What follows belongs to an exercise in optimizing a design on an open flow for small area; a production flow would make more cautious choices.
At most, simulation tests tie the RTL to the original design; equivalence was not proved.
No functional check of the RTL was part of runs 1 to 3.
Power is estimated from default activity; no workload was simulated.

`flow/run.sh`:
```
#!/bin/bash
set -euo pipefail
export BUFFER_PORTS_ARGS="-buffer_cell sky130_fd_sc_hd__buf_1"
bash standard.sh > standard.log 2>&1
```
`standard.sh`:
```
#!/bin/bash
# synth_recipe.tcl (not shown) runs the flow's synth.tcl, then flattens the netlist and writes it again
# the make line also repeats each setting of config.mk as NAME=value (left out here)
make -C /OpenROAD-flow-scripts/flow DESIGN_CONFIG=/design/flow/config.mk WORK_HOME=/design/flow/orfs CLKGATE_MAP_FILE= SYNTH_SCRIPT=/design/flow/synth_recipe.tcl "${@:-finish}"
```
`config.mk`:
```
export PLATFORM = sky130hd
export DESIGN_NAME = top_module_d11
export DESIGN_NICKNAME = top_module_d11
export VERILOG_FILES = /design/flow/design.v
export SDC_FILE = /design/flow/constraint.sdc
export NUM_CORES = 4
export LEC_CHECK = 0
export ABC_AREA = 1
export CAP_MARGIN = 20
export CORE_MARGIN = 2
export CORE_UTILIZATION = 60
export SETUP_SLACK_MARGIN = 0.1
export SLEW_MARGIN = 20
```
`constraint.sdc`:
```
create_clock -name core_clock -period 6.0 [get_ports {i_clk}]
set_input_delay 1.2000 -clock core_clock [delete_from_list [all_inputs] [get_ports {i_clk}]]
set_output_delay 1.2000 -clock core_clock [all_outputs]
set_load 0.01 [all_outputs]
```
`design.v`:
```
module M0_Share1(
    i_in1,
    o_out1
);
input wire [0:15] i_in1;
output wire [0:15] o_out1;
assign o_out1[ 0] = i_in1[4] ^ i_in1[ 8] ^ i_in1[12];
assign o_out1[ 1] = i_in1[1] ^ i_in1[ 9] ^ i_in1[13];
assign o_out1[ 2] = i_in1[2] ^ i_in1[ 6] ^ i_in1[14];
assign o_out1[ 3] = i_in1[3] ^ i_in1[ 7] ^ i_in1[11];
assign o_out1[ 4] = i_in1[0] ^ i_in1[ 4] ^ i_in1[ 8];
assign o_out1[ 5] = i_in1[5] ^ i_in1[ 9] ^ i_in1[13];
assign o_out1[ 6] = i_in1[2] ^ i_in1[10] ^ i_in1[14];
assign o_out1[ 7] = i_in1[3] ^ i_in1[ 7] ^ i_in1[15];
assign o_out1[ 8] = i_in1[0] ^ i_in1[ 4] ^ i_in1[12];
assign o_out1[ 9] = i_in1[1] ^ i_in1[ 5] ^ i_in1[ 9];
assign o_out1[10] = i_in1[6] ^ i_in1[10] ^ i_in1[14];
assign o_out1[11] = i_in1[3] ^ i_in1[11] ^ i_in1[15];
assign o_out1[12] = i_in1[0] ^ i_in1[ 8] ^ i_in1[12];
assign o_out1[13] = i_in1[1] ^ i_in1[ 5] ^ i_in1[13];
assign o_out1[14] = i_in1[2] ^ i_in1[ 6] ^ i_in1[10];
assign o_out1[15] = i_in1[7] ^ i_in1[11] ^ i_in1[15];
endmodule
module M1_Share1(
    i_in1,
    o_out1
);
input wire [0:15] i_in1;
output wire [0:15] o_out1;
assign o_out1[ 0] = i_in1[0] ^ i_in1[ 4] ^ i_in1[ 8];
assign o_out1[ 1] = i_in1[5] ^ i_in1[ 9] ^ i_in1[13];
assign o_out1[ 2] = i_in1[2] ^ i_in1[10] ^ i_in1[14];
assign o_out1[ 3] = i_in1[3] ^ i_in1[ 7] ^ i_in1[15];
assign o_out1[ 4] = i_in1[0] ^ i_in1[ 4] ^ i_in1[12];
assign o_out1[ 5] = i_in1[1] ^ i_in1[ 5] ^ i_in1[ 9];
assign o_out1[ 6] = i_in1[6] ^ i_in1[10] ^ i_in1[14];
assign o_out1[ 7] = i_in1[3] ^ i_in1[11] ^ i_in1[15];
assign o_out1[ 8] = i_in1[0] ^ i_in1[ 8] ^ i_in1[12];
assign o_out1[ 9] = i_in1[1] ^ i_in1[ 5] ^ i_in1[13];
assign o_out1[10] = i_in1[2] ^ i_in1[ 6] ^ i_in1[10];
assign o_out1[11] = i_in1[7] ^ i_in1[11] ^ i_in1[15];
assign o_out1[12] = i_in1[4] ^ i_in1[ 8] ^ i_in1[12];
assign o_out1[13] = i_in1[1] ^ i_in1[ 9] ^ i_in1[13];
assign o_out1[14] = i_in1[2] ^ i_in1[ 6] ^ i_in1[14];
assign o_out1[15] = i_in1[3] ^ i_in1[ 7] ^ i_in1[11];
endmodule
module Mprime_cir(
    in,
    out
);
input wire [0:63] in;
output wire [0:63] out;
M0_Share1 m00_Share1(
    .i_in1 (in[0:15]),
    .o_out1 (out[0:15])
);
M1_Share1 m10_Share1(
    .i_in1 (in[16:31]),
    .o_out1 (out[16:31])
);
M1_Share1 m11_Share1(
    .i_in1 (in[32:47]),
    .o_out1 (out[32:47])
);
M0_Share1 m01_Share1(
    .i_in1 (in[48:63]),
    .o_out1 (out[48:63])
);
endmodule
module affine_2sh(
    in1,
    in2,
    out1,
    out2
);
parameter N=64;
input wire [N - 1 : 0] in1;
input wire [N - 1 : 0] in2;
output wire [N - 1 : 0] out1;
output wire [N - 1 : 0] out2;
genvar i;
generate
for (i=0; i<16; i= i + 1) begin : SHARE1
    affine_share1 sh1(
        .i_in1 (in1[3 + i * 4  : i * 4]),
        .o_out1 (out1[3 + i * 4  : i * 4])
    );
end
endgenerate
generate
for (i=0; i<16; i= i + 1) begin : SHARE2
    affine_share2 sh2(
        .i_in2 (in2[3 + i * 4  : i * 4]),
        .o_out2 (out2[3 + i * 4  : i * 4])
    );
end
endgenerate
endmodule
module affine_share1 (
    i_in1,
    o_out1
);        
    input wire [0:3] i_in1;
    output wire [0:3] o_out1;
    wire x1, w1, v1, u1;
    assign x1 = i_in1[0];
    assign w1 = i_in1[1];
    assign v1 = i_in1[2];
    assign u1 = i_in1[3];
    assign o_out1[3] = 1 ^ v1 ;
    assign o_out1[2] = u1 ^ v1 ^ w1 ;
    assign o_out1[1] = 1 ^ x1 ;
    assign o_out1[0] = w1 ;
endmodule
module affine_share2 (
    i_in2,
    o_out2
);         
    input wire [0:3] i_in2;
    output wire [0:3] o_out2;
    wire x2, w2, v2, u2;
    assign x2 = i_in2[0];
    assign w2 = i_in2[1];
    assign v2 = i_in2[2];
    assign u2 = i_in2[3];
    assign o_out2[3] = v2 ;
    assign o_out2[2] = u2 ^ v2 ^ w2 ;
    assign o_out2[1] = x2 ;
    assign o_out2[0] = w2 ;
endmodule
module inv_sr_2sh(
    in1,
    in2,
    out1,
    out2
);
    parameter N = 64;
    input wire [N - 1 : 0] in1;
    input wire [N - 1 : 0] in2;
    output wire [N - 1 : 0] out1;
    output wire [N - 1 : 0] out2;
    inv_sr_cir sh1(
        .in   (in1),
        .out (out1)
    );
    inv_sr_cir sh2(
        .in   (in2),
        .out (out2)
    );
endmodule
module inv_sr_cir(
    in,
    out
);
input wire [0 : 63] in;
output wire [0 : 63] out;
genvar  i;
generate
  for  ( i  =  0 ;  i  <  16 ;  i  =  i + 1 )
    begin  :  mix
       assign  out[((20*i) % 64):((20*i) % 64) + 3] = in[i*4 : i*4 + 3];
    end
endgenerate
endmodule
module mprime_cir_2sh(
    in1,
    in2,
    out1,
    out2
);
    parameter N = 64;
    input wire [N - 1 : 0] in1;
    input wire [N - 1 : 0] in2;
    output wire [N - 1 : 0] out1;
    output wire [N - 1 : 0] out2;
    Mprime_cir sh1(
        .in   (in1),
        .out (out1)
    );
    Mprime_cir sh2(
        .in   (in2),
        .out (out2)
    );
endmodule
module mux_cir(
    sel,
    a,
    b,
    out
);
parameter N = 64;
input wire sel;
input wire [N - 1 : 0] a;
input wire [N - 1 : 0] b;
output wire [N - 1 : 0] out;
assign out = sel? a : b;
endmodule
module mux_cir_2sh(
    sel,
    a1,
    a2,
    b1,
    b2,
    out1,
    out2
);
    parameter N = 64;
    input wire sel;
    input wire [N - 1 : 0] a1;
    input wire [N - 1 : 0] a2;
    input wire [N - 1 : 0] b1;
    input wire [N - 1 : 0] b2;
    output wire [N - 1 : 0] out1;
    output wire [N - 1 : 0] out2;
    mux_cir sh1(
        .sel (sel),
        .a   (a1),
        .b   (b1),
        .out (out1)
    );
    mux_cir sh2(
        .sel (sel),
        .a   (a2),
        .b   (b2),
        .out (out2)
    );
endmodule
module out_key_share_flip(
    in_key,
    out_key
);
input wire [63 : 0] in_key;
output wire [63 : 0] out_key;
assign out_key = {in_key[0], in_key[63 : 2], in_key[1] ^ in_key[63]};
endmodule
module s (
  in1,
  in2,
  out1,
  out2,
  out3,
  out4
);
    input wire [3:0] in1;
    input wire [3:0] in2;
    output wire [7:0] out1;
    output wire [7:0] out2;
    output wire [7:0] out3;
    output wire [7:0] out4;
    s_bit1 sb1_inst (
      .in1 (in1),
      .in2 (in2),
      .out (out1)
    );
    s_bit2 sb2_inst (
      .in1 (in1),
      .in2 (in2),
      .out (out2)
    );
    s_bit3 sb3_inst (
      .in1 (in1),
      .in2 (in2),
      .out (out3)
    );
    s_bit4 sb4_inst (
      .in1 (in1),
      .in2 (in2),
      .out (out4)
    );
endmodule
module s_bit1 (
  in1,
  in2,
  out
);
    input wire [3:0] in1;
    input wire [3:0] in2;
    output wire [7:0] out;
    wire x1, y1, z1, w1;
    wire x2, y2, z2, w2;
    assign x1 = in1[3];
    assign x2 = in2[3];
    assign y1 = in1[2];
    assign y2 = in2[2];
    assign z1 = in1[1];
    assign z2 = in2[1];
    assign w1 = in1[0];
    assign w2 = in2[0];
    s_bit1_sh1 s_bit11_inst (
      .w1 (w1),
      .z1 (z1),
      .y1 (y1),
      .x1 (x1),
      .out1 (out[0])
    );
    s_bit1_sh2 s_bit12_inst (
      .w2 (w2),
      .z2 (z2),
      .y1 (y1),
      .x1 (x1),
      .out2 (out[1])
    );
    s_bit1_sh3 s_bit13_inst (
      .y2 (y2),
      .z1 (z1),
      .w2 (w2),
      .x1 (x1),
      .out3 (out[2])
    );
    s_bit1_sh4 s_bit14_inst (
      .y2 (y2),
      .w1 (w1),
      .z2 (z2),
      .out4 (out[3])
    );
    s_bit1_sh5 s_bit15_inst (
      .x2 (x2),
      .w2 (w2),
      .y1 (y1),
      .z1 (z1),
      .out5 (out[4])
    );
    s_bit1_sh6 s_bit16_inst (
      .x2 (x2),
      .w1 (w1),
      .y1 (y1),
      .z2 (z2),
      .out6 (out[5])
    );
    s_bit1_sh7 s_bit17_inst (
      .x2 (x2),
      .y2 (y2),
      .w1 (w1),
      .z1 (z1),
      .out7 (out[6])
    );
    s_bit1_sh8 s_bit18_inst (
      .y2 (y2),
      .w2 (w2),
      .z2 (z2),
      .out8 (out[7])
    );
endmodule
module s_bit1_sh1 (
  w1,
  z1,
  y1,
  x1,
  out1
);
    input wire w1;
    input wire z1;
    input wire y1;
    input wire x1;
    output wire out1;
    assign out1 = 1'b1 ^ y1 ^ x1 ^ z1 & w1 ^ y1 & z1 ^ x1 & w1 ^ x1 & y1 ^ y1 & z1 & w1 ;
endmodule
module s_bit1_sh2 (
  w2,
  z2,
  y1,
  x1,
  out2
);
    input wire w2;
    input wire z2;
    input wire y1;
    input wire x1;
    output wire out2;
    assign out2 = z2 & w2 ^ y1 & z2 ^ x1 & w2 ^ y1 & z2 & w2 ;
endmodule
module s_bit1_sh3 (
  y2,
  z1,
  w2,
  x1,
  out3
);
    input wire y2;
    input wire z1;
    input wire w2;
    input wire x1;
    output wire out3;
    assign out3 = y2 ^ z1 & w2 ^ y2 & z1 ^ x1 & y2 ^ y2 & z1 & w2 ;
endmodule
module s_bit1_sh4 (
  y2,
  w1,
  z2,
  out4
);
    input wire y2;
    input wire w1;
    input wire z2;
    output wire out4;
    assign out4 = z2 & w1 ^ y2 & z2 ^ y2 & z2 & w1 ;
endmodule
module s_bit1_sh5 (
  x2,
  w2,
  y1,
  z1,
  out5
);
    input wire x2;
    input wire w2;
    input wire y1;
    input wire z1;
    output wire out5;
    assign out5 = x2 ^ x2 & w2 ^ x2 & y1 ^ y1 & z1 & w2 ;
endmodule
module s_bit1_sh6 (
  x2,
  w1,
  y1,
  z2,
  out6
);
    input wire x2;
    input wire w1;
    input wire y1;
    input wire z2;
    output wire out6;
    assign out6 = x2 & w1 ^ y1 & z2 & w1 ;
endmodule
module s_bit1_sh7 (
  x2,
  y2,
  w1,
  z1,
  out7
);
    input wire x2;
    input wire y2;
    input wire w1;
    input wire z1;
    output wire out7;
    assign out7 = x2 & y2 ^ y2 & z1 & w1 ;
endmodule
module s_bit1_sh8 (
  y2,
  w2,
  z2,
  out8
);
    input wire y2;
    input wire w2;
    input wire z2;
    output wire out8;
    assign out8 = y2 & z2 & w2 ;
endmodule
module s_bit2 (
  in1,
  in2,
  out
);
    input wire [3:0] in1;
    input wire [3:0] in2;
    output wire [7:0] out;
    wire x1, y1, z1, w1;
    wire x2, y2, z2, w2;
    assign x1 = in1[3];
    assign x2 = in2[3];
    assign y1 = in1[2];
    assign y2 = in2[2];
    assign z1 = in1[1];
    assign z2 = in2[1];
    assign w1 = in1[0];
    assign w2 = in2[0];
    s_bit2_sh1 s_bit21_inst (
      .w1 (w1),
      .z1 (z1),
      .y1 (y1),
      .x1 (x1),
      .out1 (out[0])
    );
    s_bit2_sh2 s_bit22_inst (
      .w2 (w2),
      .y1 (y1),
      .z2 (z2),
      .x1 (x1),
      .out2 (out[1])
    );
    s_bit2_sh3 s_bit23_inst (
      .y2 (y2),
      .w2 (w2),
      .z1 (z1),
      .x1 (x1),
      .out3 (out[2])
    );
    s_bit2_sh4 s_bit24_inst (
      .y2 (y2),
      .w1 (w1),
      .z2 (z2),
      .x1 (x1),
      .out4 (out[3])
    );
    s_bit2_sh5 s_bit25_inst (
      .x2 (x2),
      .z1 (z1),
      .y1 (y1),
      .w2 (w2),
      .out5 (out[4])
    );
    s_bit2_sh6 s_bit26_inst (
      .x2 (x2),
      .w1 (w1),
      .z2 (z2),
      .y1 (y1),
      .out6 (out[5])
    );
    s_bit2_sh7 s_bit27_inst (
      .x2 (x2),
      .y2 (y2),
      .w1 (w1),
      .z1 (z1),
      .out7 (out[6])
    );
    s_bit2_sh8 s_bit28_inst (
      .x2 (x2),
      .y2 (y2),
      .w2 (w2),
      .z2 (z2),
      .out8 (out[7])
    );
endmodule
module s_bit2_sh1 (
  w1,
  z1,
  y1,
  x1,
  out1
);
    input wire w1;
    input wire z1;
    input wire y1;
    input wire x1;
    output wire out1;
    assign out1 = 1'b1 ^ y1 & w1 ^ y1 & z1 ^ x1 & z1 ^ y1 & z1 & w1 ^ x1 & y1 & z1 ;
endmodule
module s_bit2_sh2 (
  w2,
  y1,
  z2,
  x1,
  out2
);
    input wire w2;
    input wire y1;
    input wire z2;
    input wire x1;
    output wire out2;
    assign out2 = y1 & w2 ^ y1 & z2 ^ x1 & z2 ^ y1 & z2 & w2 ^ x1 & y1 & z2 ;
endmodule
module s_bit2_sh3 (
  y2,
  w2,
  z1,
  x1,
  out3
);
    input wire y2;
    input wire w2;
    input wire z1;
    input wire x1;
    output wire out3;
    assign out3 = y2 & w2 ^ y2 & z1 ^ y2 & z1 & w2 ^ x1 & y2 & z1 ;
endmodule
module s_bit2_sh4 (
  y2,
  w1,
  z2,
  x1,
  out4
);
    input wire y2;
    input wire w1;
    input wire z2;
    input wire x1;
    output wire out4;
    assign out4 = y2 & w1 ^ y2 & z2 ^ y2 & z2 & w1 ^ x1 & y2 & z2 ;
endmodule
module s_bit2_sh5 (
  x2,
  z1,
  y1,
  w2,
  out5
);
    input wire x2;
    input wire z1;
    input wire y1;
    input wire w2;
    output wire out5;
    assign out5 = x2 & z1 ^ y1 & z1 & w2 ^ x2 & y1 & z1 ;
endmodule
module s_bit2_sh6 (
  x2,
  w1,
  z2,
  y1,
  out6
);
    input wire x2;
    input wire w1;
    input wire z2;
    input wire y1;
    output wire out6;
    assign out6 = x2 & z2 ^ y1 & z2 & w1 ^ x2 & y1 & z2 ;
endmodule
module s_bit2_sh7 (
  x2,
  y2,
  w1,
  z1,
  out7
);
    input wire x2;
    input wire y2;
    input wire w1;
    input wire z1;
    output wire out7;
    assign out7 = y2 & z1 & w1 ^ x2 & y2 & z1 ;
endmodule
module s_bit2_sh8 (
  x2,
  y2,
  w2,
  z2,
  out8
);
    input wire x2;
    input wire y2;
    input wire w2;
    input wire z2;
    output wire out8;
    assign out8 = y2 & z2 & w2 ^ x2 & y2 & z2 ;
endmodule
module s_bit3 (
  in1,
  in2,
  out
);
    input wire [3:0] in1;
    input wire [3:0] in2;
    output wire [7:0] out;
    wire x1, y1, z1, w1;
    wire x2, y2, z2, w2;
    assign x1 = in1[3];
    assign x2 = in2[3];
    assign y1 = in1[2];
    assign y2 = in2[2];
    assign z1 = in1[1];
    assign z2 = in2[1];
    assign w1 = in1[0];
    assign w2 = in2[0];
    s_bit3_sh1 s_bit31_inst (
      .w1 (w1),
      .z1 (z1),
      .y1 (y1),
      .x1 (x1),
      .out1 (out[0])
    );
    s_bit3_sh2 s_bit32_inst (
      .w2 (w2),
      .z2 (z2),
      .y1 (y1),
      .x1 (x1),
      .out2 (out[1])
    );
    s_bit3_sh3 s_bit33_inst (
      .y2 (y2),
      .z1 (z1),
      .w2 (w2),
      .x1 (x1),
      .out3 (out[2])
    );
    s_bit3_sh4 s_bit34_inst (
      .y2 (y2),
      .w1 (w1),
      .z2 (z2),
      .x1 (x1),
      .out4 (out[3])
    );
    s_bit3_sh5 s_bit35_inst (
      .x2 (x2),
      .w2 (w2),
      .z1 (z1),
      .y1 (y1),
      .out5 (out[4])
    );
    s_bit3_sh6 s_bit36_inst (
      .x2 (x2),
      .w1 (w1),
      .z2 (z2),
      .y1 (y1),
      .out6 (out[5])
    );
    s_bit3_sh7 s_bit37_inst (
      .x2 (x2),
      .y2 (y2),
      .w1 (w1),
      .z1 (z1),
      .out7 (out[6])
    );
    s_bit3_sh8 s_bit38_inst (
      .x2 (x2),
      .y2 (y2),
      .w2 (w2),
      .z2 (z2),
      .out8 (out[7])
    );
endmodule
module s_bit3_sh1 (
  w1,
  z1,
  y1,
  x1,
  out1
);
    input wire w1;
    input wire z1;
    input wire y1;
    input wire x1;
    output wire out1;
    assign out1 = w1 ^ x1 ^ z1 & w1 ^ x1 & w1 ^ x1 & z1 ^ x1 & z1 & w1 ^ x1 & y1 & z1 ;
endmodule
module s_bit3_sh2 (
  w2,
  z2,
  y1,
  x1,
  out2
);
    input wire w2;
    input wire z2;
    input wire y1;
    input wire x1;
    output wire out2;
    assign out2 = w2 ^ z2 & w2 ^ x1 & w2 ^ x1 & z2 ^ x1 & z2 & w2 ^ x1 & y1 & z2 ;
endmodule
module s_bit3_sh3 (
  y2,
  z1,
  w2,
  x1,
  out3
);
    input wire y2;
    input wire z1;
    input wire w2;
    input wire x1;
    output wire out3;
    assign out3 = z1 & w2 ^ x1 & z1 & w2 ^ x1 & y2 & z1 ;
endmodule
module s_bit3_sh4 (
  y2,
  w1,
  z2,
  x1,
  out4
);
    input wire y2;
    input wire w1;
    input wire z2;
    input wire x1;
    output wire out4;
    assign out4 = z2 & w1 ^ x1 & z2 & w1 ^ x1 & y2 & z2 ;
endmodule
module s_bit3_sh5 (
  x2,
  w2,
  z1,
  y1,
  out5
);
    input wire x2;
    input wire w2;
    input wire z1;
    input wire y1;
    output wire out5;
    assign out5 = x2 ^ x2 & w2 ^ x2 & z1 ^ x2 & z1 & w2 ^ x2 & y1 & z1 ;
endmodule
module s_bit3_sh6 (
  x2,
  w1,
  z2,
  y1,
  out6
);
    input wire x2;
    input wire w1;
    input wire z2;
    input wire y1;
    output wire out6;
    assign out6 = x2 & w1 ^ x2 & z2 ^ x2 & z2 & w1 ^ x2 & y1 & z2 ;
endmodule
module s_bit3_sh7 (
  x2,
  y2,
  w1,
  z1,
  out7
);
    input wire x2;
    input wire y2;
    input wire w1;
    input wire z1;
    output wire out7;
    assign out7 = x2 & z1 & w1 ^ x2 & y2 & z1 ;
endmodule
module s_bit3_sh8 (
  x2,
  y2,
  w2,
  z2,
  out8
);
    input wire x2;
    input wire y2;
    input wire w2;
    input wire z2;
    output wire out8;
    assign out8 = x2 & z2 & w2 ^ x2 & y2 & z2 ;
endmodule
module s_bit4 (
  in1,
  in2,
  out
);
    input wire [3:0] in1;
    input wire [3:0] in2;
    output wire [7:0] out;
    wire x1, y1, z1, w1;
    wire x2, y2, z2, w2;
    assign x1 = in1[3];
    assign x2 = in2[3];
    assign y1 = in1[2];
    assign y2 = in2[2];
    assign z1 = in1[1];
    assign z2 = in2[1];
    assign w1 = in1[0];
    assign w2 = in2[0];
    s_bit4_sh1 s_bit41_inst (
      .w1 (w1),
      .z1 (z1),
      .y1 (y1),
      .x1 (x1),
      .out1 (out[0])
    );
    s_bit4_sh2 s_bit42_inst (
      .w2 (w2),
      .z2 (z2),
      .y1 (y1),
      .x1 (x1),
      .out2 (out[1])
    );
    s_bit4_sh3 s_bit43_inst (
      .y2 (y2),
      .z1 (z1),
      .w2 (w2),
      .x1 (x1),
      .out3 (out[2])
    );
    s_bit4_sh4 s_bit44_inst (
      .y2 (y2),
      .w1 (w1),
      .z2 (z2),
      .x1 (x1),
      .out4 (out[3])
    );
    s_bit4_sh5 s_bit45_inst (
      .x2 (x2),
      .z1 (z1),
      .y1 (y1),
      .w2 (w2),
      .out5 (out[4])
    );
    s_bit4_sh6 s_bit46_inst (
      .x2 (x2),
      .w1 (w1),
      .y1 (y1),
      .z2 (z2),
      .out6 (out[5])
    );
    s_bit4_sh7 s_bit47_inst (
      .x2 (x2),
      .y2 (y2),
      .w1 (w1),
      .z1 (z1),
      .out7 (out[6])
    );
    s_bit4_sh8 s_bit48_inst (
      .x2 (x2),
      .y2 (y2),
      .w2 (w2),
      .z2 (z2),
      .out8 (out[7])
    );
endmodule
module s_bit4_sh1 (
  w1,
  z1,
  y1,
  x1,
  out1
);
    input wire w1;
    input wire z1;
    input wire y1;
    input wire x1;
    output wire out1;
    assign out1 = 1'b1 ^ z1 ^ x1 ^ y1 & z1 ^ x1 & y1 ^ y1 & z1 & w1 ^ x1 & z1 & w1 ^ x1 & y1 & w1 ;
endmodule
module s_bit4_sh2 (
  w2,
  z2,
  y1,
  x1,
  out2
);
    input wire w2;
    input wire z2;
    input wire y1;
    input wire x1;
    output wire out2;
    assign out2 = z2 ^ y1 & z2 ^ y1 & z2 & w2 ^ x1 & z2 & w2 ^ x1 & y1 & w2 ;
endmodule
module s_bit4_sh3 (
  y2,
  z1,
  w2,
  x1,
  out3
);
    input wire y2;
    input wire z1;
    input wire w2;
    input wire x1;
    output wire out3;
    assign out3 = y2 & z1 ^ x1 & y2 ^ y2 & z1 & w2 ^ x1 & z1 & w2 ^ x1 & y2 & w2 ;
endmodule
module s_bit4_sh4 (
  y2,
  w1,
  z2,
  x1,
  out4
);
    input wire y2;
    input wire w1;
    input wire z2;
    input wire x1;
    output wire out4;
    assign out4 = y2 & z2 ^ y2 & z2 & w1 ^ x1 & z2 & w1 ^ x1 & y2 & w1 ;
endmodule
module s_bit4_sh5 (
  x2,
  z1,
  y1,
  w2,
  out5
);
    input wire x2;
    input wire z1;
    input wire y1;
    input wire w2;
    output wire out5;
    assign out5 = x2 ^ x2 & y1 ^ y1 & z1 & w2 ^ x2 & z1 & w2 ^ x2 & y1 & w2 ;
endmodule
module s_bit4_sh6 (
  x2,
  w1,
  y1,
  z2,
  out6
);
    input wire x2;
    input wire w1;
    input wire y1;
    input wire z2;
    output wire out6;
    assign out6 = y1 & z2 & w1 ^ x2 & z2 & w1 ^ x2 & y1 & w1 ;
endmodule
module s_bit4_sh7 (
  x2,
  y2,
  w1,
  z1,
  out7
);
    input wire x2;
    input wire y2;
    input wire w1;
    input wire z1;
    output wire out7;
    assign out7 = x2 & y2 ^ y2 & z1 & w1 ^ x2 & z1 & w1 ^ x2 & y2 & w1 ;
endmodule
module s_bit4_sh8 (
  x2,
  y2,
  w2,
  z2,
  out8
);
    input wire x2;
    input wire y2;
    input wire w2;
    input wire z2;
    output wire out8;
    assign out8 = y2 & z2 & w2 ^ x2 & z2 & w2 ^ x2 & y2 & w2 ;
endmodule
module sbox_rmsk (
    in1,
    in2,
    in3,
    in4,
    in_rand,
    out1,
    out2,
    out3,
    out4
);
input wire [7 : 0] in1;
input wire [7 : 0] in2;
input wire [7 : 0] in3;
input wire [7 : 0] in4;
input wire [11 : 0] in_rand;
output wire [7 : 0] out1;
output wire [7 : 0] out2;
output wire [7 : 0] out3;
output wire [7 : 0] out4;
wire [2 : 0] r1;
wire [2 : 0] r2;
wire [2 : 0] r3;
wire [2 : 0] r4;
wire [2 : 0] r1_inv;
wire [2 : 0] r2_inv;
wire [2 : 0] r3_inv;
wire [2 : 0] r4_inv;
assign r1 = in_rand[2 : 0];
assign r2 = in_rand[5 : 3];
assign r3 = in_rand[8 : 6];
assign r4 = in_rand[11 : 9];
assign r1_inv = {r1[0],r1[1],r1[2]};
assign r2_inv = {r2[0],r2[1],r2[2]};
assign r3_inv = {r3[0],r3[1],r3[2]};
assign r4_inv = {r4[0],r4[1],r4[2]};
  assign out1 = {in1[7], in1[6:4] ^ r1, in1[3:1] ^ r1_inv, in1[0]};
  assign out2 = {in2[7], in2[6:4] ^ r2, in2[3:1] ^ r2_inv, in2[0]};
  assign out3 = {in3[7], in3[6:4] ^ r3, in3[3:1] ^ r3_inv, in3[0]};
  assign out4 = {in4[7], in4[6:4] ^ r4, in4[3:1] ^ r4_inv, in4[0]};
endmodule
module share_reg(
    i_clk,
    i_d,
    o_q
);
input wire i_clk;
input wire i_d;
output wire o_q;
reg state;
always @(posedge i_clk )
begin
        state <= i_d;
end
assign o_q = state;
endmodule
module sr_2sh(
    in1,
    in2,
    out1,
    out2
);
    parameter N = 64;
    input wire [N - 1 : 0] in1;
    input wire [N - 1 : 0] in2;
    output wire [N - 1 : 0] out1;
    output wire [N - 1 : 0] out2;
    sr_cir sh1(
        .in   (in1),
        .out (out1)
    );
    sr_cir sh2(
        .in   (in2),
        .out (out2)
    );
endmodule
module sr_cir(
    in,
    out
);
input wire [0 : 63] in;
output wire [0 : 63] out;
genvar  i;
generate
  for  ( i  =  0 ;  i  <  16 ;  i  =  i + 1 )
    begin  :  mix
       assign  out[((52*i) % 64):((52*i) % 64) + 3] = in[i*4 : i*4 + 3];
    end
endgenerate
endmodule
module xor_cir(
    a,
    b,
    out
);
parameter N = 64;
input wire [N - 1 : 0] a;
input wire [N - 1 : 0] b;
output wire [N - 1 : 0] out;
assign out = a ^ b;
endmodule
module xor_cir4(
    in1,
    in2,
    in3,
    in4,
    out
);
parameter N = 1;
input wire [N - 1 : 0] in1;
input wire [N - 1 : 0] in2;
input wire [N - 1 : 0] in3;
input wire [N - 1 : 0] in4;
output wire [N - 1 : 0] out;
  assign out = in1 ^ in2 ^ in3 ^ in4;
endmodule
module xor_cir_2sh(
    a1,
    a2,
    b1,
    b2,
    out1,
    out2
);
    parameter N = 64;
    input wire [N - 1 : 0] a1;
    input wire [N - 1 : 0] a2;
    input wire [N - 1 : 0] b1;
    input wire [N - 1 : 0] b2;
    output wire [N - 1 : 0] out1;
    output wire [N - 1 : 0] out2;
    xor_cir sh1(
        .a   (a1),
        .b   (b1),
        .out (out1)
    );
    xor_cir sh2(
        .a   (a2),
        .b   (b2),
        .out (out2)
    );
endmodule
module top_module_d11(
    i_clk,
    i_reset,
    i_start,
    i_load,
    i_enc_dec,
    i_pt1,
    i_pt2,
    i_key1,
    i_key2,
    i_r,
    o_ct1,
    o_ct2,
    o_done
);
input  i_start;
input  i_clk;
input  i_reset;
input  i_enc_dec;
input  i_load;
input  [191 : 0] i_r;
input  [63 : 0] i_pt1;
input  [63 : 0] i_pt2;
input  [127 : 0] i_key1;
input  [127 : 0] i_key2;
output wire [63 : 0] o_ct1;
output wire [63 : 0] o_ct2;
output wire o_done;
localparam [2:0] P_IDLE = 3'd0, P_W0 = 3'd1, P_SP = 3'd2, P_MX = 3'd3,
                 P_SRF = 3'd4, P_SRB = 3'd5, P_WT = 3'd6, P_BP = 3'd7;
reg [2:0] phase;
reg [3:0] rnd;
reg [4:0] cnt;
reg [3:0] c16;
reg [4:0] c17;
reg       dec;
reg       done_reg;
reg [3:0] s1 [0:15];    
reg [3:0] s2 [0:15];
reg [3:0] ka1 [0:15];   
reg [3:0] ka2 [0:15];
reg [3:0] kb1 [0:16];   
reg [3:0] kb2 [0:16];
wire idle  = (phase == P_IDLE);
wire ld    = idle & i_load;
wire st_sp = (phase == P_SP);
wire st_bp = (phase == P_BP);
wire st_mx = (phase == P_MX);
wire st_sr = (phase == P_SRF) | (phase == P_SRB);
reg sr_big;
always @(*) begin
    case (cnt[3:0])
        4'd1, 4'd2, 4'd3: sr_big = 1'b1;
        4'd6:             sr_big = 1'b1;
        4'd7, 4'd11:      sr_big = (phase == P_SRF);
        4'd5, 4'd9:       sr_big = (phase == P_SRB);
        default:          sr_big = 1'b0;
    endcase
end
wire mx_h   = st_mx & (cnt[2:0] == 3'd0);
wire mx_big = st_mx & (cnt[2:0] != 3'd0) & (cnt[2:0] <= 3'd4);
wire mh_off = cnt[4] ^ cnt[3];
wire big    = st_sp | st_bp | mx_big | (st_sr & sr_big);
wire hi_rnd = (rnd > 4'd5);
wire a_en   = hi_rnd & (st_sp | st_bp);
wire key_en = (st_sp & ~hi_rnd) | st_bp;
wire w_en   = ((rnd == 4'd0) & st_sp) | ((rnd == 4'd11) & st_bp);
wire use_kp = dec ^ (rnd == 4'd11);
wire align  = (c17 == 5'd16);
wire align16 = (c16 == 4'd15);
wire [2:0] rc_m = hi_rnd ? (4'd11 - rnd) : rnd[2:0];
wire       rc_flip = hi_rnd ^ dec;
reg [3:0] rc_tab;
always @(*) begin
    case ({rc_m, c17[3:0]})
        7'd16: rc_tab = 4'h1;
        7'd17: rc_tab = 4'h3;
        7'd18: rc_tab = 4'h1;
        7'd19: rc_tab = 4'h9;
        7'd20: rc_tab = 4'h8;
        7'd21: rc_tab = 4'ha;
        7'd22: rc_tab = 4'h2;
        7'd23: rc_tab = 4'he;
        7'd25: rc_tab = 4'h3;
        7'd26: rc_tab = 4'h7;
        7'd28: rc_tab = 4'h7;
        7'd29: rc_tab = 4'h3;
        7'd30: rc_tab = 4'h4;
        7'd31: rc_tab = 4'h4;
        7'd32: rc_tab = 4'ha;
        7'd33: rc_tab = 4'h4;
        7'd35: rc_tab = 4'h9;
        7'd36: rc_tab = 4'h3;
        7'd37: rc_tab = 4'h8;
        7'd38: rc_tab = 4'h2;
        7'd39: rc_tab = 4'h2;
        7'd40: rc_tab = 4'h2;
        7'd41: rc_tab = 4'h9;
        7'd42: rc_tab = 4'h9;
        7'd43: rc_tab = 4'hf;
        7'd44: rc_tab = 4'h3;
        7'd45: rc_tab = 4'h1;
        7'd46: rc_tab = 4'hd;
        7'd49: rc_tab = 4'h8;
        7'd50: rc_tab = 4'h2;
        7'd51: rc_tab = 4'he;
        7'd52: rc_tab = 4'hf;
        7'd53: rc_tab = 4'ha;
        7'd54: rc_tab = 4'h9;
        7'd55: rc_tab = 4'h8;
        7'd56: rc_tab = 4'he;
        7'd57: rc_tab = 4'hc;
        7'd58: rc_tab = 4'h4;
        7'd59: rc_tab = 4'he;
        7'd60: rc_tab = 4'h6;
        7'd61: rc_tab = 4'hc;
        7'd62: rc_tab = 4'h8;
        7'd63: rc_tab = 4'h9;
        7'd64: rc_tab = 4'h4;
        7'd65: rc_tab = 4'h5;
        7'd66: rc_tab = 4'h2;
        7'd67: rc_tab = 4'h8;
        7'd68: rc_tab = 4'h2;
        7'd69: rc_tab = 4'h1;
        7'd70: rc_tab = 4'he;
        7'd71: rc_tab = 4'h6;
        7'd72: rc_tab = 4'h3;
        7'd73: rc_tab = 4'h8;
        7'd74: rc_tab = 4'hd;
        7'd76: rc_tab = 4'h1;
        7'd77: rc_tab = 4'h3;
        7'd78: rc_tab = 4'h7;
        7'd79: rc_tab = 4'h7;
        7'd80: rc_tab = 4'hb;
        7'd81: rc_tab = 4'he;
        7'd82: rc_tab = 4'h5;
        7'd83: rc_tab = 4'h4;
        7'd84: rc_tab = 4'h6;
        7'd85: rc_tab = 4'h6;
        7'd86: rc_tab = 4'hc;
        7'd87: rc_tab = 4'hf;
        7'd88: rc_tab = 4'h3;
        7'd89: rc_tab = 4'h4;
        7'd90: rc_tab = 4'he;
        7'd91: rc_tab = 4'h9;
        7'd93: rc_tab = 4'hc;
        7'd94: rc_tab = 4'h6;
        7'd95: rc_tab = 4'hc;
        default: rc_tab = 4'h0;
    endcase
end
reg [3:0] rc_alpha;
always @(*) begin
    case (c17[3:0])
        4'd0: rc_alpha = 4'hc;
        4'd1: rc_alpha = 4'h0;
        4'd2: rc_alpha = 4'ha;
        4'd3: rc_alpha = 4'hc;
        4'd4: rc_alpha = 4'h2;
        4'd5: rc_alpha = 4'h9;
        4'd6: rc_alpha = 4'hb;
        4'd7: rc_alpha = 4'h7;
        4'd8: rc_alpha = 4'hc;
        4'd9: rc_alpha = 4'h9;
        4'd10: rc_alpha = 4'h7;
        4'd11: rc_alpha = 4'hc;
        4'd12: rc_alpha = 4'h5;
        4'd13: rc_alpha = 4'h0;
        4'd14: rc_alpha = 4'hd;
        4'd15: rc_alpha = 4'hd;
        default: rc_alpha = 4'h0;
    endcase
end
wire [3:0] rc_nib = rc_tab ^ (rc_flip ? rc_alpha : 4'h0);
function [3:0] aff;    
    input [3:0] n;
    aff = {n[2], n[3], n[0] ^ n[1] ^ n[2], n[1]};
endfunction
wire [3:0] x1 = s1[0];
wire [3:0] x2 = s2[0];
wire [3:0] xa1 = a_en ? (aff(x1) ^ 4'b0101) : x1;
wire [3:0] xa2 = a_en ? aff(x2) : x2;
wire [3:0] kp1 = {ka1[15][0], ka1[0][3:1]} ^ {3'b0, (c17[3:0] == 4'd15) & ka1[1][3]};
wire [3:0] kp2 = {ka2[15][0], ka2[0][3:1]} ^ {3'b0, (c17[3:0] == 4'd15) & ka2[1][3]};
wire [3:0] w1 = use_kp ? kp1 : ka1[0];
wire [3:0] w2 = use_kp ? kp2 : ka2[0];
wire [3:0] xk1 = xa1 ^ (key_en ? (kb1[0] ^ rc_nib) : 4'b0) ^ (w_en ? w1 : 4'b0);
wire [3:0] xk2 = xa2 ^ (key_en ? kb2[0] : 4'b0) ^ (w_en ? w2 : 4'b0);
wire [7:0] so1, so2, so3, so4;
wire [7:0] sm1, sm2, sm3, sm4;
s SBOX (
    .in1 (xk1),
    .in2 (xk2),
    .out1 (so1),
    .out2 (so2),
    .out3 (so3),
    .out4 (so4)
);
sbox_rmsk RMSK (
    .in1 (so1),
    .in2 (so2),
    .in3 (so3),
    .in4 (so4),
    .in_rand (i_r[11 : 0]),
    .out1 (sm1),
    .out2 (sm2),
    .out3 (sm3),
    .out4 (sm4)
);
reg [7:0] p1, p2, p3, p4;
always @(posedge i_clk) begin
    p1 <= sm1;
    p2 <= sm2;
    p3 <= sm3;
    p4 <= sm4;
end
wire [3:0] c1 = {^p4[3:0], ^p3[3:0], ^p2[3:0], ^p1[3:0]};
wire [3:0] c2 = {^p4[7:4], ^p3[7:4], ^p2[7:4], ^p1[7:4]};
wire [3:0] lk1 = st_sp ? c1 : xk1;
wire [3:0] lk2 = st_sp ? c2 : xk2;
function [15:0] mhat;    
    input [15:0] x;
    input        off;
    reg [3:0] col [0:3];
    reg [3:0] t, y;
    integer r, b;
    begin
        col[0] = x[15:12]; col[1] = x[11:8]; col[2] = x[7:4]; col[3] = x[3:0];
        t = col[0] ^ col[1] ^ col[2] ^ col[3];
        for (r = 0; r < 4; r = r + 1) begin
            for (b = 0; b < 4; b = b + 1)
                y[3 - b] = t[3 - b] ^ col[(b - r - off) & 3][3 - b];
            mhat[15 - 4*r -: 4] = y;
        end
    end
endfunction
wire [15:0] my1 = mhat({s1[0], s1[1], s1[2], s1[3]}, mh_off);
wire [15:0] my2 = mhat({s2[0], s2[1], s2[2], s2[3]}, mh_off);
integer q;
always @(posedge i_clk) begin
    for (q = 0; q < 16; q = q + 1) begin
        if (ld) begin
            s1[q] <= ~(i_pt1[63 - 4*q -: 4]);
            s2[q] <= ~(i_pt2[63 - 4*q -: 4]);
        end else if (mx_h && q < 4) begin
            s1[q] <= ~(my1[15 - 4*((q + 1) & 3) -: 4]);
            s2[q] <= ~(my2[15 - 4*((q + 1) & 3) -: 4]);
        end else if ((q & 3) != 3) begin
            s1[q] <= ~(s1[q + 1]);
            s2[q] <= ~(s2[q + 1]);
        end else if (!big) begin
            s1[q] <= ~(s1[q - 3]);
            s2[q] <= ~(s2[q - 3]);
        end else if (q != 15) begin
            s1[q] <= ~(s1[q + 1]);
            s2[q] <= ~(s2[q + 1]);
        end else begin
            s1[q] <= ~(lk1);
            s2[q] <= ~(lk2);
        end
    end
end
always @(posedge i_clk) begin
    for (q = 0; q < 16; q = q + 1) begin
        if (ld) begin
            ka1[q] <= ~(i_key1[127 - 4*q -: 4]);
            ka2[q] <= ~(i_key2[127 - 4*q -: 4]);
            kb1[q] <= ~(i_key1[63 - 4*q -: 4]);
            kb2[q] <= ~(i_key2[63 - 4*q -: 4]);
        end else begin
            ka1[q] <= ~(ka1[(q + 1) & 15]);
            ka2[q] <= ~(ka2[(q + 1) & 15]);
            kb1[q] <= ~(kb1[q + 1]);
            kb2[q] <= ~(kb2[q + 1]);
        end
    end
    kb1[16] <= ~(kb1[0]);
    kb2[16] <= ~(kb2[0]);
end
always @(posedge i_clk) begin
    if (ld) begin
        c16 <= 4'd0;
        c17 <= 5'd0;
        dec <= i_enc_dec;
    end else begin
        c16 <= c16 + 4'd1;
        c17 <= align ? 5'd0 : c17 + 5'd1;
    end
end
always @(posedge i_clk or posedge i_reset) begin
    if (i_reset) begin
        phase <= P_IDLE;
        done_reg <= 1'b0;
    end else begin
        done_reg <= 1'b0;
        case (phase)
            P_IDLE: if (!i_load && i_start) phase <= P_W0;
            P_W0:   if (align && align16) phase <= P_SP;
            P_SP:   if (cnt == 5'd16) begin
                        if (!hi_rnd) phase <= P_MX;
                        else if (align) phase <= P_BP;
                        else phase <= P_WT;
                    end
            P_MX:   if (cnt == 5'd31) begin
                        if (rnd < 4'd5) phase <= P_SRF;
                        else phase <= P_SP;
                    end
            P_SRF:  if (cnt == 5'd15) begin
                        if (align) phase <= P_SP;
                        else phase <= P_WT;
                    end
            P_SRB:  if (cnt == 5'd15) phase <= P_MX;
            P_WT:   if (cnt[1:0] == 2'd3 && align && (rnd != 4'd11 || align16))
                        phase <= hi_rnd ? P_BP : P_SP;
            P_BP:   if (cnt == 5'd15) begin
                        if (rnd == 4'd11) begin
                            phase <= P_IDLE;
                            done_reg <= 1'b1;
                        end else
                            phase <= P_SRB;
                    end
        endcase
    end
end
wire phase_end = (st_sp & (cnt == 5'd16)) | (st_mx & (cnt == 5'd31)) |
                 ((st_sr | st_bp) & (cnt == 5'd15)) |
                 ((phase == P_WT) & (cnt[1:0] == 2'd3) & align & (rnd != 4'd11 || align16)) |
                 ((phase == P_W0) & align & align16);
always @(posedge i_clk) begin
    if (idle) begin
        cnt <= 5'd0;
        rnd <= 4'd0;
    end else begin
        cnt <= phase_end ? 5'd0 : cnt + 5'd1;
        if ((st_mx & (cnt == 5'd31) & (rnd == 4'd5)) |
            ((phase == P_SRF) & (cnt == 5'd15)) |
            (st_bp & (cnt == 5'd15)))
            rnd <= rnd + 4'd1;
    end
end
genvar g;
generate
for (g = 0; g < 16; g = g + 1) begin : OUT
    assign o_ct1[63 - 4*g -: 4] = s1[g];
    assign o_ct2[63 - 4*g -: 4] = s2[g];
end
endgenerate
assign o_done = done_reg;
endmodule
```
==> out/qor.csv, run 1 <==
stage,metric,value,unit
die,die extent in y,178,um
yosys,Yosys Warn Count,9,
yosys,register area share after synthesis,0.497,
status,Err,[ERROR PPL-0024] Number of IO pins (710) exceeds maximum number of available positions (638). Increase the die perimeter from 713.12um to 965.60um.,
yosys,Mapped Nets,2511,
yosys,mean post-synth cell area,9.58,um^2
yosys,Cell variety after synth,52,
die,Initial Util,0.612,
yosys,Gate Count Post-Synth,1903,
yosys,Netlist Area Pre-Place,18200,um^2
die,Die X,178,um
yosys,synthesized flop and latch total,451,
status,Stopped at,I/O pin placement (3_2_place_iop),
die,Std-Cell Rows,63,
status,outcome,aborted with a tool error,
## kinds of logic after synthesis
| kind of cell | after synthesis | share of synthesized area |
|---|---|---|
| fa+ha+maj | 27 | 0.0185 |
| flops | 451 | 0.497 |
| xor+xnor | 111 | 0.0573 |
| mux | 322 | 0.177 |
| compound gates | 272 | 0.0822 |
| buf+inv | 210 | 0.0473 |
| simple gates | 510 | 0.121 |
## synth_stat cells, drive strengths merged
| cell | number | share of area |
|---|---|---|
| nor4 | 1 | 0.00034 |
| o21bai | 2 | 0.00082 |
| o221ai | 3 | 0.0014 |
| xor2 | 66 | 0.034 |
| o21a | 2 | 0.00082 |
| clkbuf | 34 | 0.0070 |
| inv | 129 | 0.027 |
| nor3 | 5 | 0.0014 |
| nor2 | 60 | 0.014 |
| a21oi | 57 | 0.016 |
| clkinv | 1 | 0.00021 |
| ha | 27 | 0.019 |
| a22oi | 1 | 0.00041 |
| mux2i | 322 | 0.18 |
| buf | 46 | 0.013 |
| nand4 | 11 | 0.0038 |
| o21ai | 168 | 0.047 |
| nand3 | 96 | 0.027 |
| a21boi | 1 | 0.00041 |
| dfxtp | 446 | 0.49 |
| or2 | 5 | 0.0017 |
| nand2 | 329 | 0.071 |
| o2111ai | 2 | 0.00096 |
| o22ai | 9 | 0.0031 |
| a31oi | 2 | 0.00069 |
| edfxtp | 1 | 0.0016 |
| a21o | 1 | 0.00041 |
| dfrtp | 4 | 0.0055 |
| o211ai | 20 | 0.0088 |
| o32ai | 1 | 0.00048 |
| xnor2 | 45 | 0.023 |
| o31ai | 3 | 0.0012 |
| and3 | 1 | 0.00034 |
| nand3b | 2 | 0.00082 |
==> inputs of run 2 (changes only) <==
--- a/config.mk
+++ b/config.mk
@@ -9,5 +9,7 @@
 export CAP_MARGIN = 20
 export CORE_MARGIN = 2
 export CORE_UTILIZATION = 60
+export CTS_BUF_LIST = sky130_fd_sc_hd__clkbuf_2
+export CTS_CLUSTER_SIZE = 30
 export SETUP_SLACK_MARGIN = 0.1
 export SLEW_MARGIN = 20
==> run 2 against run 1 <==
The run again fails in I/O pin placement (3_2_place_iop). Synthesized cell count stayed put. Synthesized area did not move.
==> out/qor.csv, run 2 <==
stage,metric,value,unit,change
yosys,asr flop ratio synth,0.00887,,unchanged
status,outcome,aborted with a tool error,,
yosys,Netlist Area Pre-Place,18200,um^2,unchanged
yosys,synth cell count leaders,"446 x dfxtp_1, 322 x mux2i_1, 310 x nand2_1",,
die,Die X,178,um,unchanged
die,die extent in y,178,um,unchanged
yosys,Yosys Warn Count,9,,unchanged
yosys,largest cells by area after synthesis,"dfxtp_1 49%, mux2i_1 18%, nand2_1 6.4%",,
yosys,mean post-synth cell area,9.58,um^2,unchanged
yosys,synthesized flop and latch total,451,,unchanged
yosys,Cell variety after synth,52,,unchanged
yosys,register area share after synthesis,0.497,,unchanged
yosys,Gate Count Post-Synth,1903,,unchanged
yosys,"count leader, synth",dfxtp_1,,
yosys,"area leader, netlist",dfxtp_1,,
status,Stopped at,I/O pin placement (3_2_place_iop),,
yosys,Yosys top cell area share,0.490,,unchanged
yosys,most used flip-flop cell after synthesis,dfxtp_1,,
die,Initial Util,0.612,,unchanged
status,Err,[ERROR PPL-0024] Number of IO pins (710) exceeds maximum number of available positions (638). Increase the die perimeter from 713.12um to 965.60um.,,
yosys,Post-synth EDFFs,1,,unchanged
die,Std-Cell Rows,63,,unchanged
yosys,Mapped Nets,2511,,unchanged
## run 2: cells by family after synthesis
| family | after synthesis | share of synthesized area |
|---|---|---|
| AOI/OAI and AO/OA | 272 | 0.0822 |
| buffers and inverters | 210 | 0.0473 |
| and+or+nand+nor | 510 | 0.121 |
| DFF | 451 | 0.497 |
| adders and majority gates | 27 | 0.0185 |
| muxes | 322 | 0.177 |
| xor gates and xnor gates | 111 | 0.0573 |
==> inputs of run 3 (changes only) <==
--- a/config.mk
+++ b/config.mk
@@ -8,8 +8,6 @@
 export ABC_AREA = 1
 export CAP_MARGIN = 20
 export CORE_MARGIN = 2
-export CORE_UTILIZATION = 60
-export CTS_BUF_LIST = sky130_fd_sc_hd__clkbuf_2
-export CTS_CLUSTER_SIZE = 30
+export CORE_UTILIZATION = 40
 export SETUP_SLACK_MARGIN = 0.1
 export SLEW_MARGIN = 20
==> run 3 against run 2 <==
The run now finishes clean. Synthesized cell count is the same. Synthesized area is the same.
==> out/qor.csv, run 3 <==
stage,metric,value,unit,change
status,outcome,timing/DRC/antenna clean,,
critical_path,crit path cell chain,"inv_1, ha_1, o21ai_0, a21o_1, nand2_1, nand3_1, nand2_1, nand2_1, nand2_1, nand3_1, nand2_1, nand2_1, ha_1, inv_1, nor2_1, xor2_1, xnor2_1",,
yosys,asr flop ratio synth,0.00887,,unchanged
die,Std-Cell Rows,78,,+24%
die,number of I/O pins,710,,
critical_path,critical path's most frequent cell,nand2_1,,
power_and_ir_drop,Max rail drop VDD,0.000332,V,
yosys,Cell variety after synth,52,,unchanged
critical_path,CP Capture Type,register,,
yosys,mean post-synth cell area,9.58,um^2,unchanged
drt,via count,14939,,
critical_path,Reg-to-Reg End,p4[1],,
yosys,Yosys top cell area share,0.490,,unchanged
finish,"commonest non-fill, non-tap cell in the layout",buf_1,,
clocking,"Hold-fix buffers, CTS",0,,
critical_path,"Req. time, crit path",6.49,ns,
finish,most frequent cells in the layout,"529 x buf_1, 446 x dfxtp_1, 322 x mux2i_1",,
yosys,post-synthesis compound-gate area fraction,0.0822,,unchanged
critical_path,RR Startpoint,c17[0],,
clocking,post-CTS setup buffer count,0,,
global_route,initial antenna violation count,11,,
power_and_ir_drop,Pleak,8.94,nW,
yosys,multiplexer share of the synthesized area,0.177,,unchanged
yosys,synth cell count leaders,"446 x dfxtp_1, 322 x mux2i_1, 310 x nand2_1",,
critical_path,critical path's top delay family,simple AND/OR/NAND/NOR gates,,
drt,final WL,54.3,mm,
clocking,CTS Sinks,451,,
power_and_ir_drop,Pwr per Cell Area,696,nW/um^2,
sta,crit share post-route,0.600,,
clocking,H-tree depth,2,,
drt,DRC Markers,0,,
critical_path,Critical Path Fanout Max,11,,
placed_design,gp weighted congestion,0.874,,
sta,fmax,0.278,GHz,
clocking,Worst-Skew Late Latency,0.60,ns,
yosys,register area share after synthesis,0.497,,unchanged
drt,drt pass-1 iters,6,,
yosys,Post-synth EDFFs,1,,unchanged
drt,Starting DRT DRC Count,1129,,
die,core area,45200,um^2,
critical_path,buffers plus inverters on the worst setup path,2,,
global_route,vias in the first global route,14383,,
sta,post-layout minimum cycle time,3.60,ns,
yosys,adder and majority gate portion of the synthesized area,0.0185,,unchanged
critical_path,max incr delay on CP,0.62,ns,
placed_design,pre-CTS setup slack,2.44,ns,
hold_path,hold depth,1,,
critical_path,R2R depth,17,,
placed_design,port buffer count,529,,
critical_path,Crit path arrival time,4.09,ns,
sta,final-report max-slew violation count,0,,
finish,top flop regs,"kb1 (68), kb2 (68)",,
clocking,clock tree buffer depth,3,,
critical_path,r2r setup slk,2.40,ns,
die,die extent in y,217,um,+22%
sta,max_slew headroom,0.243,,
finish,final std cells w/o fill,3055,,
finish,area delta synth->final,22.3,%,
yosys,largest family of logic cells by synthesized area,multiplexers,,
placed_design,post-DP HPWL,41.8,mm,
hold_path,Hold Path Sink,kb2[4][1],,
global_route,largest net degree at the start of global routing,149,,
yosys,most used flip-flop cell after synthesis,dfxtp_1,,
yosys,Gate Count Post-Synth,1903,,unchanged
sta,unrepaired setup endpoints after global routing,false,,
yosys,Post-Synth Simple-Gate Area,0.121,,unchanged
placed_design,DP Cell Count,2962,,
sta,"Hold Violations, Final",0,,
job,Max-Cap Viols,0,,
clocking,CTS tree,done,,
sta,"Setup violations, final",0,,
hold_path,Hold Crit Start,kb2[5][1],,
drt,Post-DRT Antenna Nets,0,,
clocking,CTS Buf Count,48,,
yosys,Yosys Warn Count,9,,unchanged
sta,clock skew,0.0179,ns,
yosys,synthesized flop and latch total,451,,unchanged
global_route,global-route wire length before repair,80.3,mm,
yosys,"count leader, synth",dfxtp_1,,
critical_path,WS Path Type,reg -> reg,,
yosys,Mapped Nets,2511,,unchanged
drt,Via density,4.89,,
yosys,largest cells by area after synthesis,"dfxtp_1 49%, mux2i_1 18%, nand2_1 6.4%",,
clocking,# resized after CTS,0,,
sta,setup tns final,0,ns,
critical_path,startpoint types,register,,
die,Die X,217,um,+22%
clocking,"Reg clk slew, reported paths",0.06,ns,
global_route,gr ovfl total,0,,
yosys,XOR/XNOR Fraction of Synth Area,0.0573,,unchanged
hold_path,min-delay worst type,reg -> reg,,
finish,fraction of layout cells with a size suffix above 1,0.0584,,
yosys,"area leader, netlist",dfxtp_1,,
die,die area,47300,um^2,
finish,final net count,3020,,
global_route,GRT Total Usage,0.220,,
sta,final worst slack,2.40,ns,
clocking,cell chosen for the clock root,clkbuf_16,,
yosys,Netlist Area Pre-Place,18200,um^2,unchanged
sta,measured slew at the worst slew-check pin,1.14,ns,
die,Initial Util,0.403,,-0.208
critical_path,Slowest cell on crit path,dfxtp_1,,
drt,drt wl/cell,17.8,um,
-- run 3: cell counts after synthesis --
Identical to the previous run, type by type.
-- run 3: stage by stage --
step | hold WS (ns) | area, um^2 | util | power (W)
final | 0.393 | 22300 | 0.493 | 0.0155
after floorplan | 0.353 | 18200 | - | 0.0105
after global routing | 0.408 | 22300 | 0.493 | 0.0167
after global placement | 0.388 | 20700 | 0.458 | 0.0124
after detailed placement | 0.393 | 20700 | 0.458 | 0.0125
after CTS | 0.398 | 22300 | 0.493 | 0.0156
-- run 3: logic make-up after synthesis --
| logic type | after synthesis |
|---|---|
| AND/OR/NAND/NOR | 510 |
| multiplexers | 322 |
| buffers and inverters | 210 |
| XOR/XNOR | 111 |
| adder cells (fa/ha/maj) | 27 |
| AO/OA/AOI/OAI | 272 |
| flip-flops | 451 |
-- run 3: routing by layer --
layer,track usage,vias up,part of all wire
met4,0.0831,10,0.031
met1,0.267,6847,0.41
met5,0,-,0.0011
li1,-,7418,-
met2,0.361,568,0.46
met3,0.0715,96,0.089
-- run 3: worst max path at each step --
stage / startpoint / to / slack, ns / cells past startpoint
after floorplan: rnd[0] / p2[0] / 3.19 / 21
after global placement: i_load / kb2[14][2] / 2.45 / 6
after detailed placement: i_load / kb2[14][2] / 2.44 / 6
after CTS: c17[0] / p4[1] / 2.47 / 17
after global routing: c17[0] / p3[1] / 2.13 / 18
final: c17[0] / p4[1] / 2.40 / 17
-- run 3: cell type report --
class | count | area (um^2)
Inverter | 130 | 493
Antenna cell | 6 | 15.0
Multi-Input combinational cell | 1242 | 8310
Clock inverter | 18 | 235
Tap cell | 600 | 751
Clock buffer | 69 | 1350
Timing Repair Buffer | 539 | 2070
Sequential cell | 451 | 9060
Fill cell | 4357 | 22900
-- run 3: where the power goes --
| group | switching [W] | internal, W | total (W) |
|---|---|---|---|
| Combinational | 0.00423 | 0.00267 | 0.00690 |
| Sequential | 0.000954 | 0.00469 | 0.00564 |
| Clock | 0.00125 | 0.00172 | 0.00296 |
| Total | 0.00643 | 0.00908 | 0.0155 |
==> inputs of run 4 (changes only) <==
--- a/design.v
+++ b/design.v
@@ -1197,6 +1197,8 @@
 reg [3:0] kb2 [0:16];
 wire idle  = (phase == P_IDLE);
 wire ld    = idle & i_load;
+reg  busy;              
+wire sh    = ~(i_load & ~busy);
 wire st_sp = (phase == P_SP);
 wire st_bp = (phase == P_BP);
 wire st_mx = (phase == P_MX);
@@ -1390,46 +1392,46 @@
 endfunction
 wire [15:0] my1 = mhat({s1[0], s1[1], s1[2], s1[3]}, mh_off);
 wire [15:0] my2 = mhat({s2[0], s2[1], s2[2], s2[3]}, mh_off);
+wire [3:0] ld4 = {4{ld}};
+wire [3:0] sh4 = {4{sh}};
+reg  [3:0] n1 [0:15];
+reg  [3:0] n2 [0:15];
 integer q;
-always @(posedge i_clk) begin
+always @(*) begin
     for (q = 0; q < 16; q = q + 1) begin
-        if (ld) begin
-            s1[q] <= ~(i_pt1[63 - 4*q -: 4]);
-            s2[q] <= ~(i_pt2[63 - 4*q -: 4]);
-        end else if (mx_h && q < 4) begin
-            s1[q] <= ~(my1[15 - 4*((q + 1) & 3) -: 4]);
-            s2[q] <= ~(my2[15 - 4*((q + 1) & 3) -: 4]);
+        if (mx_h && q < 4) begin
+            n1[q] = my1[15 - 4*((q + 1) & 3) -: 4];
+            n2[q] = my2[15 - 4*((q + 1) & 3) -: 4];
         end else if ((q & 3) != 3) begin
-            s1[q] <= ~(s1[q + 1]);
-            s2[q] <= ~(s2[q + 1]);
+            n1[q] = s1[q + 1];
+            n2[q] = s2[q + 1];
         end else if (!big) begin
-            s1[q] <= ~(s1[q - 3]);
-            s2[q] <= ~(s2[q - 3]);
+            n1[q] = s1[q - 3];
+            n2[q] = s2[q - 3];
         end else if (q != 15) begin
-            s1[q] <= ~(s1[q + 1]);
-            s2[q] <= ~(s2[q + 1]);
+            n1[q] = s1[q + 1];
+            n2[q] = s2[q + 1];
         end else begin
-            s1[q] <= ~(lk1);
-            s2[q] <= ~(lk2);
+            n1[q] = lk1;
+            n2[q] = lk2;
         end
     end
 end
 always @(posedge i_clk) begin
     for (q = 0; q < 16; q = q + 1) begin
-        if (ld) begin
-            ka1[q] <= ~(i_key1[127 - 4*q -: 4]);
-            ka2[q] <= ~(i_key2[127 - 4*q -: 4]);
-            kb1[q] <= ~(i_key1[63 - 4*q -: 4]);
-            kb2[q] <= ~(i_key2[63 - 4*q -: 4]);
-        end else begin
-            ka1[q] <= ~(ka1[(q + 1) & 15]);
-            ka2[q] <= ~(ka2[(q + 1) & 15]);
-            kb1[q] <= ~(kb1[q + 1]);
-            kb2[q] <= ~(kb2[q + 1]);
-        end
+        s1[q] <= ~((sh4 | i_pt1[63 - 4*q -: 4]) & (ld4 | n1[q]));
+        s2[q] <= ~((sh4 | i_pt2[63 - 4*q -: 4]) & (ld4 | n2[q]));
+    end
+end
+always @(posedge i_clk) begin
+    for (q = 0; q < 16; q = q + 1) begin
+        ka1[q] <= ~((sh4 | i_key1[127 - 4*q -: 4]) & (ld4 | ka1[(q + 1) & 15]));
+        ka2[q] <= ~((sh4 | i_key2[127 - 4*q -: 4]) & (ld4 | ka2[(q + 1) & 15]));
+        kb1[q] <= ~((sh4 | i_key1[63 - 4*q -: 4]) & (ld4 | kb1[q + 1]));
+        kb2[q] <= ~((sh4 | i_key2[63 - 4*q -: 4]) & (ld4 | kb2[q + 1]));
     end
-    kb1[16] <= ~(kb1[0]);
-    kb2[16] <= ~(kb2[0]);
+    kb1[16] <= ~kb1[0];
+    kb2[16] <= ~kb2[0];
 end
 always @(posedge i_clk) begin
     if (ld) begin
@@ -1476,6 +1478,14 @@
         endcase
     end
 end
+always @(posedge i_clk or posedge i_reset) begin
+    if (i_reset)
+        busy <= 1'b0;
+    else if (!busy)
+        busy <= i_start & ~i_load;
+    else
+        busy <= ~(st_bp & (cnt == 5'd15) & (rnd == 4'd11));
+end
 wire phase_end = (st_sp & (cnt == 5'd16)) | (st_mx & (cnt == 5'd31)) |
                  ((st_sr | st_bp) & (cnt == 5'd15)) |
                  ((phase == P_WT) & (cnt[1:0] == 2'd3) & align & (rnd != 4'd11 || align16)) |
--- a/config.mk
+++ b/config.mk
@@ -9,5 +9,6 @@
 export CAP_MARGIN = 20
 export CORE_MARGIN = 2
 export CORE_UTILIZATION = 40
+export CTS_BUF_LIST = sky130_fd_sc_hd__clkbuf_4
 export SETUP_SLACK_MARGIN = 0.1
 export SLEW_MARGIN = 20
==> run 4 against run 3 <==
Still clean. Wire length is 18% higher. Maximum frequency increased by 1.2%. Final cell count grew 4.6%. Worst setup slack improved by 0.044 ns. Core utilization is essentially flat. Combinational power decreased by 52%. Critical endpoint is now p2[0].
==> out/qor.csv, run 4 <==
stage,metric,value,unit,change
yosys,largest cells by area after synthesis,"dfxtp_1 52%, o22ai_1 13%, nand2_1 5.8%",,
finish,area delta synth->final,22.1,%,
drt,drt wl/cell,20.0,um,+13%
yosys,Yosys Warn Count,11,,+2
clocking,post-CTS setup buffer count,0,,unchanged
power_and_ir_drop,Pleak,8.85,nW,-0.94%
critical_path,R2R depth,17,,unchanged
placed_design,post-DP HPWL,46.9,mm,+12%
yosys,Post-synth EDFFs,1,,unchanged
clocking,H-tree depth,3,,+1
yosys,Netlist Area Pre-Place,17300,um^2,-5.0%
critical_path,WS Path Type,reg -> reg,,
yosys,Yosys top cell area share,0.515,,+0.0255
clocking,"Hold-fix buffers, CTS",0,,unchanged
drt,DRC Markers,0,,unchanged
finish,top flop regs,"kb1 (68), kb2 (68)",,
sta,clock skew,0.0738,ns,+0.0559 ns
placed_design,port buffer count,529,,unchanged
critical_path,Crit path arrival time,4.34,ns,+0.25 ns
finish,post-route cell area,21200,um^2,-5.1%
drt,final WL,63.9,mm,+18%
yosys,"count leader, synth",dfxtp_1,,
die,Die X,212,um,-2.5%
critical_path,startpoint types,register,,
status,outcome,timing/DRC/antenna clean,,
finish,most frequent cells in the layout,"529 x buf_1, 446 x dfxtp_1, 362 x o22ai_1",,
clocking,CTS Buf Count,116,,+140%
critical_path,critical path's most frequent cell,nand2_1,,
yosys,"area leader, netlist",dfxtp_1,,
clocking,Worst-Skew Late Latency,0.89,ns,+0.29 ns
die,Initial Util,0.404,,+0.000592
critical_path,"Req. time, crit path",6.78,ns,+0.29 ns
drt,Starting DRT DRC Count,1032,,-8.6%
finish,fraction of layout cells with a size suffix above 1,0.0977,,+0.0393
die,number of I/O pins,710,,unchanged
clocking,cell chosen for the clock root,clkbuf_4,,
sta,unrepaired setup endpoints after global routing,false,,
global_route,GRT Total Usage,0.276,,+0.0557
clocking,clock tree buffer depth,3,,unchanged
yosys,most used flip-flop cell after synthesis,dfxtp_1,,
drt,drt pass-1 iters,7,,+1
sta,post-layout minimum cycle time,3.56,ns,-0.0437 ns
sta,"Setup violations, final",0,,unchanged
placed_design,gp weighted congestion,0.917,,+4.9%
yosys,Mapped Nets,2571,,+2.4%
critical_path,Reg-to-Reg End,p2[0],,
sta,max_slew headroom,0.293,,+0.0499
finish,"commonest non-fill, non-tap cell in the layout",buf_1,,
die,die area,45000,um^2,-4.9%
sta,setup tns final,0,ns,unchanged
global_route,gr ovfl total,0,,unchanged
power_and_ir_drop,Pwr per Cell Area,486,nW/um^2,-30%
clocking,"Reg clk slew, reported paths",0.07,ns,about the same
critical_path,CP Capture Type,register,,
critical_path,crit path cell chain,"inv_1, ha_1, o21ai_0, o21ai_0, o211ai_1, nand2_1, nand3b_1, nand4_1, nand2_1, ha_1, nand2_1, inv_1, nand2_1, nand2_1, nand2_1, nand2_1, inv_1",,
yosys,asr flop ratio synth,0.0111,,+0.00219
global_route,initial antenna violation count,9,,-2
die,core area,42900,um^2,-5.1%
drt,Post-DRT Antenna Nets,0,,unchanged
power_and_ir_drop,Max rail drop VDD,0.000281,V,-15%
hold_path,min-delay worst type,in -> async,,
global_route,global-route wire length before repair,93.2,mm,+16%
clocking,# resized after CTS,0,,unchanged
yosys,Cell variety after synth,50,,-3.8%
die,die extent in y,212,um,-2.5%
yosys,Gate Count Post-Synth,1963,,+3.2%
critical_path,Critical path origin,c17[0],,
yosys,register area share after synthesis,0.524,,+0.0273
yosys,synth cell count leaders,"446 x dfxtp_1, 362 x o22ai_1, 268 x nand2_1",,
critical_path,Critical Path Fanout Max,11,,unchanged
drt,Via density,5.17,,+5.8%
yosys,mean post-synth cell area,8.82,um^2,-7.9%
drt,via count,16530,,+11%
sta,crit share post-route,0.593,,-0.00728
critical_path,r2r setup slk,2.44,ns,+0.04 ns
sta,"Hold Violations, Final",0,,unchanged
global_route,vias in the first global route,16085,,+12%
placed_design,placed inst area,19700,um^2,-4.7%
job,Max-Cap Viols,0,,unchanged
yosys,synthesized flop and latch total,452,,+0.22%
sta,fmax,0.281,GHz,+1.2%
finish,final net count,3112,,+3.0%
global_route,largest net degree at the start of global routing,209,,+40%
critical_path,max incr delay on CP,0.53,ns,-0.09 ns
critical_path,Slowest cell on crit path,dfxtp_1,,
sta,measured slew at the worst slew-check pin,1.06,ns,-0.0749 ns
critical_path,worst setup path endpoint,p2[0],,
critical_path,RR Startpoint,c17[0],,
sta,final-report max-slew violation count,0,,unchanged
die,Std-Cell Rows,76,,-2.6%
clocking,CTS Sinks,452,,+0.22%
clocking,CTS tree,done,,
[run 4: logic make-up (layout without fill, tap and decap cells)]
kind of cell,count (synthesis),after routing,share of synthesized area
AO/OA/AOI/OAI,623,623,0.213
XOR/XNOR,99,99,0.0553
adder cells (fa/ha/maj),27,27,0.0195
buffers and inverters,282,918,0.0644
flip-flops,452,452,0.524
multiplexers,1,1,0.000578
other,0,12,0
AND/OR/NAND/NOR,479,479,0.123
[run 4: cell type report]
cell class,instances,area (um^2)
diodes,12,30.0
fillers,4346,21700
clock inverters,56,238
repair buffers,540,2110
inverters,165,638
multi-input cells,1229,7150
flip-flops and latches,452,9080
clock buffers,157,1180
well taps,585,732
[run 4: critical path: cells and delay by family (launching register included)]
family          cells  cell delay, ns
fa+ha+maj           2            0.84
buf+inv             3            0.37
compound gates      3            0.57
flops               1            0.53
simple gates        9            1.13
[run 4: worst min-delay path by stage]
stage,from,end,slack [ns]
floorplan,kb2[0][0],kb2[16][0],0.35
global placement,kb1[0][1],kb1[16][1],0.39
detailed placement,kb2[0][3],kb2[16][3],0.40
CTS,i_reset,done_reg,0.16
global route,i_reset,done_reg,0.19
finish,i_reset,done_reg,0.22
[run 4: per-stage QoR]
step | cells | hold slack (ns) | utilization | total power [W] | setup WS, ns
CTS | 3184 | 0.160 | 0.493 | 0.0103 | 2.42
finish | 3196 | 0.216 | 0.493 | 0.0103 | 2.44
detailed placement | 2971 | 0.396 | 0.460 | 0.00776 | 2.39
global route | 3194 | 0.194 | 0.493 | 0.0109 | 2.08
global placement | 2971 | 0.393 | 0.460 | 0.00769 | 2.43
floorplan | 1963 | 0.353 | - | 0.00654 | 3.15
[run 4: per-layer routing]
layer	track usage	up-vias	routed length, um
met5	0	-	13
met4	0.185	2	4040
met3	0.0942	149	5740
met2	0.453	729	30100
met1	0.301	7591	24000
li1	-	8059	-
[run 4: report_power, final]
part | switching, W | internal, W
sequential | 0.000582 | 0.00387
clock | 0.00128 | 0.00123
combinational | 0.00206 | 0.00126

afterwards: timing with drivers on the ports:
In the flow no input, the clock included, has a driving cell. The finished layouts below were timed again as built, in two steps. Step 1 assumes that a clkbuf_16 drives the clock port and a buf_2 every other input. Step 2 times the ports against the registers' clock, not the clock port: input delays grow and output delays shrink by t, the midpoint of the rising clock arrivals with the driver on. Three values: ideal, step 1, step 2; two values: the first two.
run	shift t [ns]	setup slack, ns	hold slack, ns
run 3	0.645	2.401 / 2.401 / 2.333	0.393 / 0.393 / 0.393
run 4	0.905	2.445 / 2.445 / 2.386	0.216 / 0.218 / 0.358
After both steps setup and hold are still met in every run listed. The setup slack of run 3, which loses most, moves by 0.000 ns with the drivers and by -0.068 ns with both steps.
